What follows belongs to an exercise in optimizing a design on an open flow for small area, a short achievable clock period and few clock cycles per item; a production flow would make more cautious choices. For this run, only the layout was checked, not whether the RTL still works.

`config.mk`:
```
export PLATFORM = sky130hd
export DESIGN_NAME = lc4_processor
export DESIGN_NICKNAME = lc4_processor
export VERILOG_FILES = /design/flow/design.v
export SDC_FILE = /design/flow/constraint.sdc
export NUM_CORES = 4
export LEC_CHECK = 0
export CAP_MARGIN = 20
export CORE_MARGIN = 2
export CORE_UTILIZATION = 40
export SLEW_MARGIN = 20
```
`constraint.sdc`:
```
create_clock -name core_clock -period 38.0 [get_ports {clk}]
set_input_delay 7.6000 -clock core_clock [delete_from_list [all_inputs] [get_ports {clk}]]
set_output_delay 7.6000 -clock core_clock [all_outputs]
set_load 0.01 [all_outputs]
```
`design.v`:
```
`timescale 1ns / 1ps
`default_nettype none
`timescale 1ns / 1ps
`default_nettype none
`timescale 1ns / 1ps
`default_nettype none
`timescale 1ns / 1ps
`default_nettype none
`timescale 1ns / 1ps
`default_nettype none
`timescale 1ns / 1ps
`default_nettype none
module lc4_processor(input wire         clk,
                     input wire         rst,
                     input wire         gwe,
                     output wire [15:0] o_cur_pc,
                     input wire [15:0]  i_cur_insn_A,
                     input wire [15:0]  i_cur_insn_B,
                     output wire [15:0] o_dmem_addr,
                     input wire [15:0]  i_cur_dmem_data,
                     output wire        o_dmem_we,
                     output wire [15:0] o_dmem_towrite,
                     output wire [ 1:0] test_stall_A,
                     output wire [ 1:0] test_stall_B,
                     output wire [15:0] test_cur_pc_A,
                     output wire [15:0] test_cur_pc_B,
                     output wire [15:0] test_cur_insn_A,
                     output wire [15:0] test_cur_insn_B,
                     output wire        test_regfile_we_A,
                     output wire        test_regfile_we_B,
                     output wire [ 2:0] test_regfile_wsel_A,
                     output wire [ 2:0] test_regfile_wsel_B,
                     output wire [15:0] test_regfile_data_A,
                     output wire [15:0] test_regfile_data_B,
                     output wire        test_nzp_we_A,
                     output wire        test_nzp_we_B,
                     output wire [ 2:0] test_nzp_new_bits_A,
                     output wire [ 2:0] test_nzp_new_bits_B,
                     output wire        test_dmem_we_A,
                     output wire        test_dmem_we_B,
                     output wire [15:0] test_dmem_addr_A,
                     output wire [15:0] test_dmem_addr_B,
                     output wire [15:0] test_dmem_data_A,
                     output wire [15:0] test_dmem_data_B,
                     input  wire [ 7:0] switch_data,
                     output wire [15:0] seven_segment_data,
                     output wire [ 7:0] led_data
                     );
   localparam DIV_STEPS = 8;                  
   localparam DIV_CYC   = 16 / DIV_STEPS;
   reg [15:0] pc;                             
   reg        d_valid;                        
   reg [15:0] d_pc, d_insn;
   reg        m_valid;                        
   reg [15:0] m_pc, m_insn, m_res, m_sdata;
   reg        m_rwe, m_nzp_we, m_load, m_store_we;
   reg [2:0]  m_wsel;
   reg        w_stall;                        
   reg [15:0] w_pc, w_insn, w_data, w_addr;
   reg        w_rwe, w_nzp_we, w_dwe, w_mem;
   reg [2:0]  w_wsel, w_nzp;
   reg [15:0] rf [0:7];
   reg [2:0]  nzp;
   reg [15:0] dv_r, dv_q;
   reg [1:0]  dv_cnt;
   wire [15:0] I  = d_insn;
   wire [3:0]  op = I[15:12];
   wire op_br   = op == 4'b0000;
   wire op_ar   = op == 4'b0001;
   wire op_cmp  = op == 4'b0010;
   wire op_jsr  = op == 4'b0100;
   wire op_log  = op == 4'b0101;
   wire op_ldr  = op == 4'b0110;
   wire op_str  = op == 4'b0111;
   wire op_rti  = op == 4'b1000;
   wire op_con  = op == 4'b1001;
   wire op_sh   = op == 4'b1010;
   wire op_jmp  = op == 4'b1100;
   wire op_hic  = op == 4'b1101;
   wire op_trap = op == 4'b1111;
   wire is_sub   = op_ar & ~I[5] & (I[4:3] == 2'b10);
   wire is_mul   = op_ar & ~I[5] & (I[4:3] == 2'b01);
   wire is_div   = op_ar & ~I[5] & (I[4:3] == 2'b11);
   wire is_mod   = op_sh & (I[5:4] == 2'b11);
   wire is_divmod = is_div | is_mod;
   wire [2:0] rs_sel = (op_cmp | op_hic) ? I[11:9] : op_rti ? 3'd7 : I[8:6];
   wire [2:0] rt_sel = op_str ? I[11:9] : I[2:0];
   wire rs_re = op_ar | op_cmp | (op_jsr & ~I[11]) | op_log | op_ldr | op_str |
                op_rti | op_sh | (op_jmp & ~I[11]) | op_hic;
   wire rt_re = (op_ar & ~I[5]) | (op_cmp & ~I[8]) |
                (op_log & ~I[5] & (I[4:3] != 2'b01)) | op_str | is_mod;
   wire x_rwe = op_ar | op_jsr | op_log | op_ldr | op_con | op_sh | op_hic | op_trap;
   wire [2:0] x_wsel = (op_jsr | op_trap) ? 3'd7 : I[11:9];
   wire x_nzp_we = x_rwe | op_cmp;
   wire m_fwd = m_valid & m_rwe & ~m_load;
   wire [15:0] rs_val = (m_fwd && m_wsel == rs_sel) ? m_res : rf[rs_sel];
   wire [15:0] rt_val = (m_fwd && m_wsel == rt_sel) ? m_res : rf[rt_sel];
   wire m_ld = m_valid & m_load;
   wire br_real = op_br & (I[11:9] != 3'b000);
   wire lu_stall = m_ld & (((m_wsel == rs_sel) & rs_re) | ((m_wsel == rt_sel) & rt_re) | br_real);
   wire div_stall = is_divmod & (dv_cnt != DIV_CYC - 1);
   wire x_stall = d_valid & (lu_stall | div_stall);
   wire [15:0] a = rs_val;
   wire [15:0] b = rt_val;
   wire [15:0] imm5 = {{11{I[4]}}, I[4:0]};
   wire [15:0] imm6 = {{10{I[5]}}, I[5:0]};
   wire [15:0] imm7 = {{9{I[6] & ~I[7]}}, I[6:0]};   
   wire [15:0] imm9 = {{7{I[8]}}, I[8:0]};
   wire addsub_neg = is_sub | op_cmp;
   wire [15:0] add_bsrc = (op_ldr | op_str) ? imm6 :
                          (op_ar & I[5])    ? imm5 :
                          (op_cmp & I[8])   ? imm7 : b;
   wire cmp_signed = ~I[7];
   wire a_x = op_cmp & cmp_signed & a[15];
   wire b_x = op_cmp & cmp_signed & add_bsrc[15];
   wire [16:0] sum = {a_x, a} + ({b_x, add_bsrc} ^ {17{addsub_neg}}) + {16'd0, addsub_neg};
   wire cmp_eq = (sum[15:0] == 16'd0);
   wire [15:0] cmp_res = cmp_eq ? 16'h0000 : sum[16] ? 16'hFFFF : 16'h0001;
   wire [15:0] mul_res = a * b;
   wire [15:0] logic_res = (I[5] | I[4:3] == 2'b00) ? (a & (I[5] ? imm5 : b)) :
                           (I[4:3] == 2'b01)        ? ~a :
                           (I[4:3] == 2'b10)        ? (a | b) : (a ^ b);
   wire [15:0] shl = a << I[3:0];
   wire [15:0] shr = $signed({I[4] & a[15], a}) >>> I[3:0];
   reg  [15:0] dvr [0:DIV_STEPS];
   reg  [16:0] dsh [0:DIV_STEPS-1];
   reg  [16:0] ddf [0:DIV_STEPS-1];
   reg  [DIV_STEPS-1:0] dvq;
   wire [15:0] dv_num = a << (dv_cnt * DIV_STEPS);
   integer k;
   always @(*) begin
      dvr[0] = (dv_cnt == 2'd0) ? 16'd0 : dv_r;
      for (k = 0; k < DIV_STEPS; k = k + 1) begin
         dsh[k] = {dvr[k], dv_num[15 - k]};
         ddf[k] = dsh[k] - {1'b0, b};
         dvq[DIV_STEPS - 1 - k] = ~ddf[k][16];
         dvr[k + 1] = ddf[k][16] ? dsh[k][15:0] : ddf[k][15:0];
      end
   end
   wire [15:0] dv_qn = {dv_q[15 - DIV_STEPS:0], dvq};
   wire b_zero = (b == 16'd0);
   wire [15:0] div_res = b_zero ? 16'd0 : dv_qn;
   wire [15:0] mod_res = b_zero ? 16'd0 : dvr[DIV_STEPS];
   wire [15:0] pc1 = d_pc + 16'd1;
   reg [15:0] x_res;
   always @(*) begin
      case (op)
        4'b0001: x_res = is_mul ? mul_res : is_div ? div_res : sum[15:0];
        4'b0010: x_res = cmp_res;
        4'b0101: x_res = logic_res;
        4'b0110, 4'b0111: x_res = sum[15:0];
        4'b1001: x_res = imm9;
        4'b1010: x_res = is_mod ? mod_res : (I[5:4] == 2'b00) ? shl : shr;
        4'b1101: x_res = {I[7:0], a[7:0]};
        default: x_res = pc1;    
      endcase
   end
   wire m_nzw = m_valid & m_nzp_we;
   wire [2:0] m_nzp_bits = {m_res[15], m_res == 16'd0, ~m_res[15] & (m_res != 16'd0)};
   wire [2:0] cur_nzp = m_nzw ? m_nzp_bits : (~w_stall & w_nzp_we) ? w_nzp : nzp;
   wire br_taken = op_br & ((I[11:9] & cur_nzp) != 3'b000) & (I[8:0] != 9'd0);
   wire jmp_rel  = op_jmp & I[11] & (I[10:0] != 11'd0);
   wire [15:0] rel_tgt = pc1 + (op_br ? imm9 : {{5{I[10]}}, I[10:0]});
   wire redirect = d_valid & (br_taken | jmp_rel | op_jsr | op_rti | (op_jmp & ~I[11]) | op_trap);
   wire [15:0] tgt = (op_br | op_jmp & I[11]) ? rel_tgt :
                     (op_jsr & I[11])          ? {d_pc[15], I[10:0], 4'b0000} :
                     op_trap                   ? {8'h80, I[7:0]} : a;
   wire [15:0] w_data_n = m_load ? i_cur_dmem_data : m_store_we ? m_sdata : m_res;
   wire m_mem = m_load | m_store_we;
   always @(posedge clk) begin
      if (gwe) begin
         if (rst) begin
            pc      <= 16'h8200;
            d_valid <= 1'b0;
            m_valid <= 1'b0;
            w_stall <= 1'b1;
            nzp     <= 3'b000;
            dv_cnt  <= 2'd0;
         end else begin
            if (!x_stall) begin
               pc      <= redirect ? tgt : pc + 16'd1;
               d_valid <= ~redirect;
               d_insn  <= i_cur_insn_A;
               d_pc    <= pc;
            end
            if (d_valid & is_divmod & ~lu_stall)
               dv_cnt <= (dv_cnt == DIV_CYC - 1) ? 2'd0 : dv_cnt + 2'd1;
            m_valid <= d_valid & ~x_stall;
            w_stall <= ~m_valid;
            if (~w_stall & w_nzp_we) nzp <= w_nzp;
         end
         dv_r <= dvr[DIV_STEPS];
         dv_q <= dv_qn;
         m_pc       <= d_pc;
         m_insn     <= d_insn;
         m_res      <= x_res;
         m_sdata    <= rt_val;
         m_rwe      <= x_rwe;
         m_nzp_we   <= x_nzp_we;
         m_wsel     <= x_wsel;
         m_load     <= op_ldr;
         m_store_we <= op_str & d_valid & ~x_stall & ~rst;
         w_pc     <= m_pc;
         w_insn   <= m_insn;
         w_data   <= w_data_n;
         w_addr   <= m_mem ? m_res : 16'd0;
         w_rwe    <= m_rwe;
         w_nzp_we <= m_nzp_we;
         w_wsel   <= m_wsel;
         w_dwe    <= m_store_we;
         w_mem    <= m_mem;
         w_nzp    <= {w_data_n[15], w_data_n == 16'd0, ~w_data_n[15] & (w_data_n != 16'd0)};
      end
   end
   genvar g;
   generate for (g = 0; g < 8; g = g + 1) begin : regs
      always @(posedge clk) begin
         if (gwe) begin
            if (rst) rf[g] <= 16'd0;
            else if (m_valid & m_rwe & (m_wsel == g)) rf[g] <= m_load ? i_cur_dmem_data : m_res;
         end
      end
   end endgenerate
   assign o_cur_pc       = pc;
   assign o_dmem_addr    = m_res;
   assign o_dmem_we      = m_store_we;
   assign o_dmem_towrite = m_sdata;
   assign test_stall_A        = {1'b0, w_stall};
   assign test_cur_pc_A       = w_pc;
   assign test_cur_insn_A     = w_insn;
   assign test_regfile_we_A   = w_rwe;
   assign test_regfile_wsel_A = w_wsel;
   assign test_regfile_data_A = w_data;
   assign test_nzp_we_A       = w_nzp_we;
   assign test_nzp_new_bits_A = w_nzp;
   assign test_dmem_we_A      = w_dwe;
   assign test_dmem_addr_A    = w_addr;
   assign test_dmem_data_A    = w_mem ? w_data : 16'd0;
   assign test_stall_B        = 2'd1;
   assign test_cur_pc_B       = 16'd0;
   assign test_cur_insn_B     = 16'd0;
   assign test_regfile_we_B   = 1'b0;
   assign test_regfile_wsel_B = 3'd0;
   assign test_regfile_data_B = 16'd0;
   assign test_nzp_we_B       = 1'b0;
   assign test_nzp_new_bits_B = 3'd0;
   assign test_dmem_we_B      = 1'b0;
   assign test_dmem_addr_B    = 16'd0;
   assign test_dmem_data_B    = 16'd0;
   assign seven_segment_data = 16'h0000;
   assign led_data = 8'h00;
endmodule
```
`run.sh`:
```
#!/bin/bash
# synth_recipe.tcl (not shown) runs the flow's synth.tcl, then flattens the netlist and writes it again
# the make line also repeats each setting of config.mk as NAME=value (left out here)
make -C /OpenROAD-flow-scripts/flow DESIGN_CONFIG=/design/flow/config.mk WORK_HOME=/design/flow/orfs CLKGATE_MAP_FILE= SYNTH_SCRIPT=/design/flow/synth_recipe.tcl finish
```
==> results.txt <==
-- per-stage QoR --
step                      worst slack, ns  utilization  hold slack (ns)  std cells
final                                5.28        0.450            0.417       4961
after global placement               6.15        0.434            0.401       4890
after CTS                            5.82        0.450            0.417       4961
after floorplan                     10.65            -            0.400       3858
after global routing                 3.23        0.450            0.427       4961
after detailed placement             5.95        0.434            0.405       4891
-- state kept, by name, indices dropped and copies added (netlist names), 2 cells and up --
| register | flops |
|---|---|
| w_nzp | 2 |
| m_wsel | 3 |
| rf | 128 |
| dv_r | 16 |
| w_data | 16 |
| m_res | 16 |
| w_pc | 16 |
| d_pc | 16 |
| m_insn | 16 |
| d_insn | 16 |
| dv_q | 8 |
| w_addr | 16 |
| w_insn | 16 |
| m_sdata | 16 |
| nzp | 3 |
| m_pc | 16 |
| pc | 16 |
| w_wsel | 3 |
| dv_cnt | 2 |
-- cell type report --
class                      instances  area [um^2]
clock buffer                      44          995
inverter                         257          972
fill                            8101        45800
tap                             1080         1350
clock inverter                    26          339
timing repair buffer             265         2440
multi-input combinational       2937        20900
sequential                       352        10600
-- cell usage after synthesis (13+ instances only) --
cell type / instances
ha_1: 235
or3_1: 17
a31oi_1: 23
xnor2_1: 165
mux2i_1: 93
inv_1: 245
xor2_1: 52
nor3_1: 65
a22oi_1: 25
o21bai_1: 26
mux4_2: 14
nor4_1: 20
a311oi_1: 22
a21oi_1: 262
a21o_1: 40
a221oi_1: 24
edfxtp_1: 352
a21boi_0: 17
a211oi_1: 75
nand2_1: 387
o31ai_1: 22
and2_1: 36
mux2_2: 62
nor2_1: 333
buf_1: 21
o21a_1: 45
clkbuf_1: 157
o22ai_1: 22
fa_1: 90
nor2b_1: 57
o21ai_0: 189
a211o_1: 13
nand3_1: 84
nand2b_1: 53
o211ai_1: 44
buf_4: 120
and3_1: 33
nand4_1: 14
-- kinds of logic after synthesis --
group,count (synthesis),synth area share
AND/OR/NAND/NOR,1146,0.158
AO/OA/AOI/OAI,955,0.187
buffers and inverters,569,0.0784
flip-flops,352,0.316
adder cells (fa/ha/maj),326,0.142
XOR/XNOR,219,0.0579
multiplexers,175,0.0609
other,2,0.000224
-- metal layers --
metal | vias up | global-route usage
li1 | 13500 | -
met4 | 0 | 0.106
met1 | 14200 | 0.365
met5 | - | 0
met2 | 1386 | 0.420
met3 | 233 | 0.0402
-- final timing paths --
path / endpoint / cells past startpoint / from
max reg2reg: m_res[4]$_DFFE_PP_ / 121 / d_insn[12]$_DFFE_PP_
min reg2reg: w_insn[9]$_DFFE_PP_ / 0 / m_insn[9]$_DFFE_PP_
max: m_res[4]$_DFFE_PP_ / 121 / d_insn[12]$_DFFE_PP_
min: w_insn[9]$_DFFE_PP_ / 0 / m_insn[9]$_DFFE_PP_
-- worst reg2reg max path, delay by kind of cell, from the launching register on --
family	cells	cell delay [ns]
compound gates	62	14.66
simple gates	24	5.69
buf+inv	13	3.73
mux	8	3.46
fa+ha+maj	9	3.02
xor+xnor	5	1.41
flops	1	0.46
==> flow_summary.ini <==
[run_status]
status = timing/DRC/antenna clean

[synth]
synth_seq_cells = 352
synth.distinct_cells = 101
syn_area_um2 = 33500
synthTopCellsByArea = edfxtp_1 (32%), ha_1 (8.8%), fa_1 (5.4%)
synth_ff_type = edfxtp_1
yosysSeqAreaShare = 0.316
synth_edf_count = 352
ys_async_sr_fraction = 0
netlist.area_leader.share = 0.316
syn_inst = 3744
synth.avg_cell_area_um2 = 8.94
synth_area_leader_cell = edfxtp_1
yosys_warnings = 5

[timing]
fin_tns_setup_ns = 0
max_slew_margin = 0.248
fin_crit_ns = 32.72
rsz0062_at_grt = false
slew_viol_final = 0
worst_pin_slew_ns = 1.13
fmax_ghz = 0.0306
fin_skew_ns = 0.0345
setup_viol = 0
final_hold_viol_count = 0
period_share = 0.861

[routing]
first_iter_violations = 3378
wl_met2_mm = 52.2
finalWirelength_mm = 117
highest_layer = met4
drc_errors = 0
wl_per_cell_um = 23.6
wl_met1_mm = 49.5
dr_wl_met3_mm = 10.2
antenna_left = 0
dr.pass1.iters = 8
vias = 29300
via_per_inst = 5.90

[setup_path]
crit_path_end_kind = flip-flop
critical_path.slowest_cell = nand4b_1
cp_top_family = compound AO/OA/AOI/OAI gates
start_kind = flip-flop
crit_fanout = 31
arrival_ns = 33.02
critical_path_class = flip-flop to flip-flop
cp.required_ns = 38.30
max_stage_delay_ns = 0.71
crit_top_cell = a21oi_1
path_buf_inv = 13
r2r_slack_ns = 5.28

[layout]
layout.nets = 4235
final_layout_size_suffix_gt1_frac = 0.0768
area_growth_pct = 12.1
final_area_um2 = 37500
n_antenna_cell = 0
mostFrequentLayoutCells = nand2_1 (387), edfxtp_1 (352), nor2_1 (333)
layout_commonest_cell = nand2_1

[run]
cap_violations = 0

[global_route]
grt-ovfl-total = 0
grt_max_degree = 77
track_usage = 0.266
grt_first_pass_wirelength_mm = 174
grt_pass1_vias = 27500
antenna_found_initial = 0

[clock_network]
cts_buffers = 38
clock_latency_ns = 0.58
cts_buffer_depth = 3
cts_resized = 0
clk_pin_slew_ns = 0.06
cts_tree = yes
cts_max_level = 2
root_buffer = clkbuf_16
hold_buffers = 0
cts_sinks = 352
post-cts-setup-buffers = 0

[placement]
routabilityCongestion = 1.00
placed_area_um2 = 36200
dp_hpwl_mm = 84.3
portBuffers = 173

[floorplanning]
row_count = 106
dieArea_um2 = 86000
core-area_um2 = 83300
die_y_um = 293
initial_core_util = 0.402
io_pins = 314
die_width_um = 293

[hold_path]
holdCritPathClass = flip-flop to flip-flop

-- static timing again, ports no longer ideal --
The flow's constraints put no driver on any port. The routed layout listed below was extracted and timed again, unchanged, in two steps.
Step 1, drivers: a clkbuf_16 drives clk and a buf_2 each remaining input, both assumed.
Step 2 also shifts input and output timing later by t, the mid clock arrival at the registers, as if the neighbouring blocks saw the same clock.
Slacks: no drivers / after step 1 / after step 2; pairs: no drivers / after step 1.
t (ns): 0.627
setup WS [ns]: 5.279 / 5.279 / 5.279
worst slew at a driven data input, ns: 0.08
After both steps setup and hold are still met in this run. For this run, drivers alone change the setup slack by 0.000 ns; drivers and shift together by 0.000 ns.
